This is an optimization exercise on Yosys and OpenROAD, whose aim is small area, a short achievable clock period and few clock cycles, not a production implementation. The RTL was checked by simulation tests, not by an equivalence proof against the original design.

<file path="run.sh">
#!/bin/bash
# synth_recipe.tcl (not shown) runs the flow's synth.tcl, then flattens the netlist and writes it again
# the make line also repeats each setting of config.mk as NAME=value (left out here)
make -C /OpenROAD-flow-scripts/flow DESIGN_CONFIG=/design/flow/config.mk WORK_HOME=/design/flow/orfs CLKGATE_MAP_FILE= SYNTH_SCRIPT=/design/flow/synth_recipe.tcl finish
</file>
<file path="config.mk">
export PLATFORM = sky130hd
export DESIGN_NAME = lab9
export DESIGN_NICKNAME = lab9
export VERILOG_FILES = /design/flow/design.v
export SDC_FILE = /design/flow/constraint.sdc
export NUM_CORES = 4
export LEC_CHECK = 0
export CAP_MARGIN = 20
export CORE_MARGIN = 2
export CORE_UTILIZATION = 40
export SLEW_MARGIN = 20
</file>
<file path="constraint.sdc">
create_clock -name core_clock -period 85.0 [get_ports {clk}]
set_input_delay 17.0000 -clock core_clock [delete_from_list [all_inputs] [get_ports {clk}]]
set_output_delay 17.0000 -clock core_clock [all_outputs]
set_load 0.01 [all_outputs]
</file>
<file path="design.v">
module lab9(input clk,
            input reset,
            input give_valid,
            input [13:0] Intake,
            output [13:0] UpPrime,
            output [13:0] LowPrime,
            output reg out_valid);
reg [12:0] up_q;      
reg [13:0] low_q;
reg pend_up, pend_low;
wire busy = pend_up | pend_low;
assign UpPrime  = {up_q, 1'b1};
assign LowPrime = low_q;
wire [8:0] blk = !busy ? Intake[13:5] : pend_up ? up_q[12:4] : low_q[13:5];
wire [4:0] off = Intake[4:0];
reg [15:0] word;
always @* begin
  case (blk)
      9'd0: word = 16'hcb6f;
      9'd1: word = 16'h64b4;
      9'd2: word = 16'h129a;
      9'd3: word = 16'h816d;
      9'd4: word = 16'h4c32;
      9'd5: word = 16'h864a;
      9'd6: word = 16'h820d;
      9'd7: word = 16'h2196;
      9'd8: word = 16'h34c9;
      9'd9: word = 16'h5a04;
      9'd10: word = 16'h6120;
      9'd11: word = 16'ha489;
      9'd12: word = 16'h1144;
      9'd13: word = 16'h2986;
      9'd14: word = 16'h82d1;
      9'd15: word = 16'h4a28;
      9'd16: word = 16'h4030;
      9'd17: word = 16'h3242;
      9'd18: word = 16'h9921;
      9'd19: word = 16'h0834;
      9'd20: word = 16'h064b;
      9'd21: word = 16'h4225;
      9'd22: word = 16'h4884;
      9'd23: word = 16'h148a;
      9'd24: word = 16'h4205;
      9'd25: word = 16'h6c30;
      9'd26: word = 16'hb408;
      9'd27: word = 16'h0b40;
      9'd28: word = 16'h08a0;
      9'd29: word = 16'h1251;
      9'd30: word = 16'h8928;
      9'd31: word = 16'h6504;
      9'd32: word = 16'h3098;
      9'd33: word = 16'h804c;
      9'd34: word = 16'h4496;
      9'd35: word = 16'h8012;
      9'd36: word = 16'h4221;
      9'd37: word = 16'h4112;
      9'd38: word = 16'h04c9;
      9'd39: word = 16'hc021;
      9'd40: word = 16'h2d32;
      9'd41: word = 16'h0098;
      9'd42: word = 16'h4900;
      9'd43: word = 16'h0804;
      9'd44: word = 16'h9681;
      9'd45: word = 16'h8268;
      9'd46: word = 16'h25b0;
      9'd47: word = 16'h2208;
      9'd48: word = 16'h8948;
      9'd49: word = 16'h40a2;
      9'd50: word = 16'h2659;
      9'd51: word = 16'h9004;
      9'd52: word = 16'h4006;
      9'd53: word = 16'h3043;
      9'd54: word = 16'h9244;
      9'd55: word = 16'h6900;
      9'd56: word = 16'h8210;
      9'd57: word = 16'h0808;
      9'd58: word = 16'h0da4;
      9'd59: word = 16'h1241;
      9'd60: word = 16'hc060;
      9'd61: word = 16'h2400;
      9'd62: word = 16'h22d2;
      9'd63: word = 16'h0861;
      9'd64: word = 16'h0484;
      9'd65: word = 16'h821b;
      9'd66: word = 16'hd301;
      9'd67: word = 16'h0110;
      9'd68: word = 16'ha002;
      9'd69: word = 16'hc044;
      9'd70: word = 16'h6022;
      9'd71: word = 16'h1491;
      9'd72: word = 16'h400c;
      9'd73: word = 16'h04a6;
      9'd74: word = 16'h94d2;
      9'd75: word = 16'h0920;
      9'd76: word = 16'h2094;
      9'd77: word = 16'h0052;
      9'd78: word = 16'h1008;
      9'd79: word = 16'h4ca2;
      9'd80: word = 16'h8200;
      9'd81: word = 16'h5101;
      9'd82: word = 16'h0810;
      9'd83: word = 16'ha48b;
      9'd84: word = 16'h9a25;
      9'd85: word = 16'h4430;
      9'd86: word = 16'h1081;
      9'd87: word = 16'h034c;
      9'd88: word = 16'h2502;
      9'd89: word = 16'h8052;
      9'd90: word = 16'h4908;
      9'd91: word = 16'h2084;
      9'd92: word = 16'h3250;
      9'd93: word = 16'h1800;
      9'd94: word = 16'h40a2;
      9'd95: word = 16'h2411;
      9'd96: word = 16'h0128;
      9'd97: word = 16'h0184;
      9'd98: word = 16'ha001;
      9'd99: word = 16'h0a41;
      9'd100: word = 16'h4512;
      9'd101: word = 16'h3600;
      9'd102: word = 16'h0008;
      9'd103: word = 16'h2926;
      9'd104: word = 16'h8283;
      9'd105: word = 16'hc061;
      9'd106: word = 16'h0480;
      9'd107: word = 16'h1010;
      9'd108: word = 16'h006d;
      9'd109: word = 16'h4822;
      9'd110: word = 16'h2658;
      9'd111: word = 16'hc20c;
      9'd112: word = 16'h4810;
      9'd113: word = 16'h2489;
      9'd114: word = 16'h5820;
      9'd115: word = 16'h4520;
      9'd116: word = 16'h2488;
      9'd117: word = 16'h1900;
      9'd118: word = 16'h2502;
      9'd119: word = 16'h10c0;
      9'd120: word = 16'h0868;
      9'd121: word = 16'h0114;
      9'd122: word = 16'h32ca;
      9'd123: word = 16'h8028;
      9'd124: word = 16'h0400;
      9'd125: word = 16'h264b;
      9'd126: word = 16'h1300;
      9'd127: word = 16'h6090;
      9'd128: word = 16'h8082;
      9'd129: word = 16'hd025;
      9'd130: word = 16'h0100;
      9'd131: word = 16'h3210;
      9'd132: word = 16'h430c;
      9'd133: word = 16'h2186;
      9'd134: word = 16'h0011;
      9'd135: word = 16'h4308;
      9'd136: word = 16'h0424;
      9'd137: word = 16'h1048;
      9'd138: word = 16'h900c;
      9'd139: word = 16'h0092;
      9'd140: word = 16'h2043;
      9'd141: word = 16'h002d;
      9'd142: word = 16'h0906;
      9'd143: word = 16'h2488;
      9'd144: word = 16'hc040;
      9'd145: word = 16'h0932;
      9'd146: word = 16'h8209;
      9'd147: word = 16'h5300;
      9'd148: word = 16'h0880;
      9'd149: word = 16'h9680;
      9'd150: word = 16'h8141;
      9'd151: word = 16'h4000;
      9'd152: word = 16'h1048;
      9'd153: word = 16'h0848;
      9'd154: word = 16'h4896;
      9'd155: word = 16'h2058;
      9'd156: word = 16'hc329;
      9'd157: word = 16'h2080;
      9'd158: word = 16'h9402;
      9'd159: word = 16'h9260;
      9'd160: word = 16'h2000;
      9'd161: word = 16'h2281;
      9'd162: word = 16'h1044;
      9'd163: word = 16'h05a0;
      9'd164: word = 16'h9040;
      9'd165: word = 16'h4901;
      9'd166: word = 16'h0420;
      9'd167: word = 16'h000a;
      9'd168: word = 16'h8924;
      9'd169: word = 16'h4834;
      9'd170: word = 16'h8013;
      9'd171: word = 16'hc02c;
      9'd172: word = 16'h2982;
      9'd173: word = 16'h2400;
      9'd174: word = 16'h0845;
      9'd175: word = 16'h0800;
      9'd176: word = 16'h3698;
      9'd177: word = 16'h5204;
      9'd178: word = 16'h0484;
      9'd179: word = 16'h04d0;
      9'd180: word = 16'h8a00;
      9'd181: word = 16'h4490;
      9'd182: word = 16'h3282;
      9'd183: word = 16'h1865;
      9'd184: word = 16'h0090;
      9'd185: word = 16'h020a;
      9'd186: word = 16'h4001;
      9'd187: word = 16'h2802;
      9'd188: word = 16'ha440;
      9'd189: word = 16'h9204;
      9'd190: word = 16'h0430;
      9'd191: word = 16'h8611;
      9'd192: word = 16'h4208;
      9'd193: word = 16'h2c00;
      9'd194: word = 16'h0452;
      9'd195: word = 16'hc908;
      9'd196: word = 16'h6084;
      9'd197: word = 16'h1248;
      9'd198: word = 16'h9909;
      9'd199: word = 16'h4424;
      9'd200: word = 16'h2400;
      9'd201: word = 16'h0300;
      9'd202: word = 16'h2114;
      9'd203: word = 16'h1000;
      9'd204: word = 16'h1a01;
      9'd205: word = 16'h0532;
      9'd206: word = 16'h2088;
      9'd207: word = 16'h4040;
      9'd208: word = 16'h0906;
      9'd209: word = 16'h84c3;
      9'd210: word = 16'h0140;
      9'd211: word = 16'h6030;
      9'd212: word = 16'h0218;
      9'd213: word = 16'h1168;
      9'd214: word = 16'h0c90;
      9'd215: word = 16'ha202;
      9'd216: word = 16'h0004;
      9'd217: word = 16'h2986;
      9'd218: word = 16'h1489;
      9'd219: word = 16'h8224;
      9'd220: word = 16'h4102;
      9'd221: word = 16'h8008;
      9'd222: word = 16'h1904;
      9'd223: word = 16'h0880;
      9'd224: word = 16'h1210;
      9'd225: word = 16'h4268;
      9'd226: word = 16'h04a4;
      9'd227: word = 16'h0200;
      9'd228: word = 16'h1061;
      9'd229: word = 16'h0c06;
      9'd230: word = 16'h0010;
      9'd231: word = 16'h1201;
      9'd232: word = 16'h2010;
      9'd233: word = 16'h9403;
      9'd234: word = 16'h4221;
      9'd235: word = 16'h6512;
      9'd236: word = 16'h9418;
      9'd237: word = 16'h0a0c;
      9'd238: word = 16'h2804;
      9'd239: word = 16'h1401;
      9'd240: word = 16'h0a29;
      9'd241: word = 16'h40a4;
      9'd242: word = 16'h00d0;
      9'd243: word = 16'h0140;
      9'd244: word = 16'h0490;
      9'd245: word = 16'h2041;
      9'd246: word = 16'h402d;
      9'd247: word = 16'h4882;
      9'd248: word = 16'h20c1;
      9'd249: word = 16'h1000;
      9'd250: word = 16'h0130;
      9'd251: word = 16'h2408;
      9'd252: word = 16'h5904;
      9'd253: word = 16'h2484;
      9'd254: word = 16'h0200;
      9'd255: word = 16'h8229;
      9'd256: word = 16'h6100;
      9'd257: word = 16'h0258;
      9'd258: word = 16'h8148;
      9'd259: word = 16'h4816;
      9'd260: word = 16'h0010;
      9'd261: word = 16'h1121;
      9'd262: word = 16'h0006;
      9'd263: word = 16'ha0ca;
      9'd264: word = 16'h0240;
      9'd265: word = 16'h0400;
      9'd266: word = 16'hb091;
      9'd267: word = 16'h4200;
      9'd268: word = 16'h0c04;
      9'd269: word = 16'h0681;
      9'd270: word = 16'h4809;
      9'd271: word = 16'h2514;
      9'd272: word = 16'h2092;
      9'd273: word = 16'h1125;
      9'd274: word = 16'h00a0;
      9'd275: word = 16'h860a;
      9'd276: word = 16'hc10c;
      9'd277: word = 16'h4802;
      9'd278: word = 16'h2000;
      9'd279: word = 16'h0845;
      9'd280: word = 16'h0032;
      9'd281: word = 16'h0698;
      9'd282: word = 16'h1304;
      9'd283: word = 16'h0022;
      9'd284: word = 16'h0482;
      9'd285: word = 16'h8148;
      9'd286: word = 16'h4414;
      9'd287: word = 16'h1282;
      9'd288: word = 16'h1824;
      9'd289: word = 16'h4010;
      9'd290: word = 16'h8043;
      9'd291: word = 16'hd028;
      9'd292: word = 16'h2004;
      9'd293: word = 16'h2481;
      9'd294: word = 16'hd864;
      9'd295: word = 16'h2c00;
      9'd296: word = 16'h1209;
      9'd297: word = 16'h4108;
      9'd298: word = 16'h00a2;
      9'd299: word = 16'h0200;
      9'd300: word = 16'hca41;
      9'd301: word = 16'h4120;
      9'd302: word = 16'h10c0;
      9'd303: word = 16'h1801;
      9'd304: word = 16'h04a4;
      9'd305: word = 16'ha418;
      9'd306: word = 16'h1220;
      9'd307: word = 16'h2094;
      9'd308: word = 16'ha083;
      9'd309: word = 16'h0240;
      9'd310: word = 16'h4432;
      9'd311: word = 16'h0480;
      default: word = 16'h0000;
  endcase
end
reg [15:0] mu, ml;
integer i;
always @* begin
  for (i = 0; i < 16; i = i + 1) begin
    mu[i] = busy | (2*i+1 > off);
    ml[i] = busy | (2*i+1 < off);
  end
end
wire [15:0] cu = word & mu;
wire [15:0] cl = word & ml;
reg [3:0] iu, il;
always @* begin
  iu = 4'd0;
  for (i = 15; i >= 0; i = i - 1) if (cu[i]) iu = i;
  il = 4'd0;
  for (i = 0; i < 16; i = i + 1) if (cl[i]) il = i;
end
wire fu = |cu;
wire fl = |cl;
wire n_is3 = Intake[13:2] == 12'd0;    
always @(posedge clk or posedge reset) begin
  if (reset) begin
    pend_up <= 1'b0;
    pend_low <= 1'b0;
    out_valid <= 1'b0;
  end else if (!busy) begin
    pend_up <= give_valid & ~fu;
    pend_low <= give_valid & ~fl;
    out_valid <= give_valid & fu & fl;
  end else if (pend_up) begin
    pend_up <= ~fu;
    out_valid <= fu & ~pend_low;
  end else begin
    pend_low <= ~fl;
    out_valid <= fl;
  end
end
always @(posedge clk) begin
  if (!busy) begin
    up_q <= fu ? {blk, iu} : {blk + 9'd1, 4'd0};
    low_q <= fl ? (n_is3 ? 14'd2 : {blk, il, 1'b1}) : {blk - 9'd1, 5'd0};
  end else if (pend_up) begin
    if (!fu) up_q <= {blk + 9'd1, 4'd0};
    else up_q <= {blk, iu};
  end else begin
    if (!fl) low_q <= {blk - 9'd1, 5'd0};
    else low_q <= {blk, il, 1'b1};
  end
end
endmodule
</file>
==> impl_metrics.env <==
export IMPL_yosysWarnings=1
export IMPL_failed_stage="1_2_yosys"
export IMPL_outcome="stopped before the end"
export IMPL_stop_error="ERROR: TCL interpreter returned an error: Source files actually used in the design:"
Testbench counts, summed over its fixed seeds: cycles 19,418.
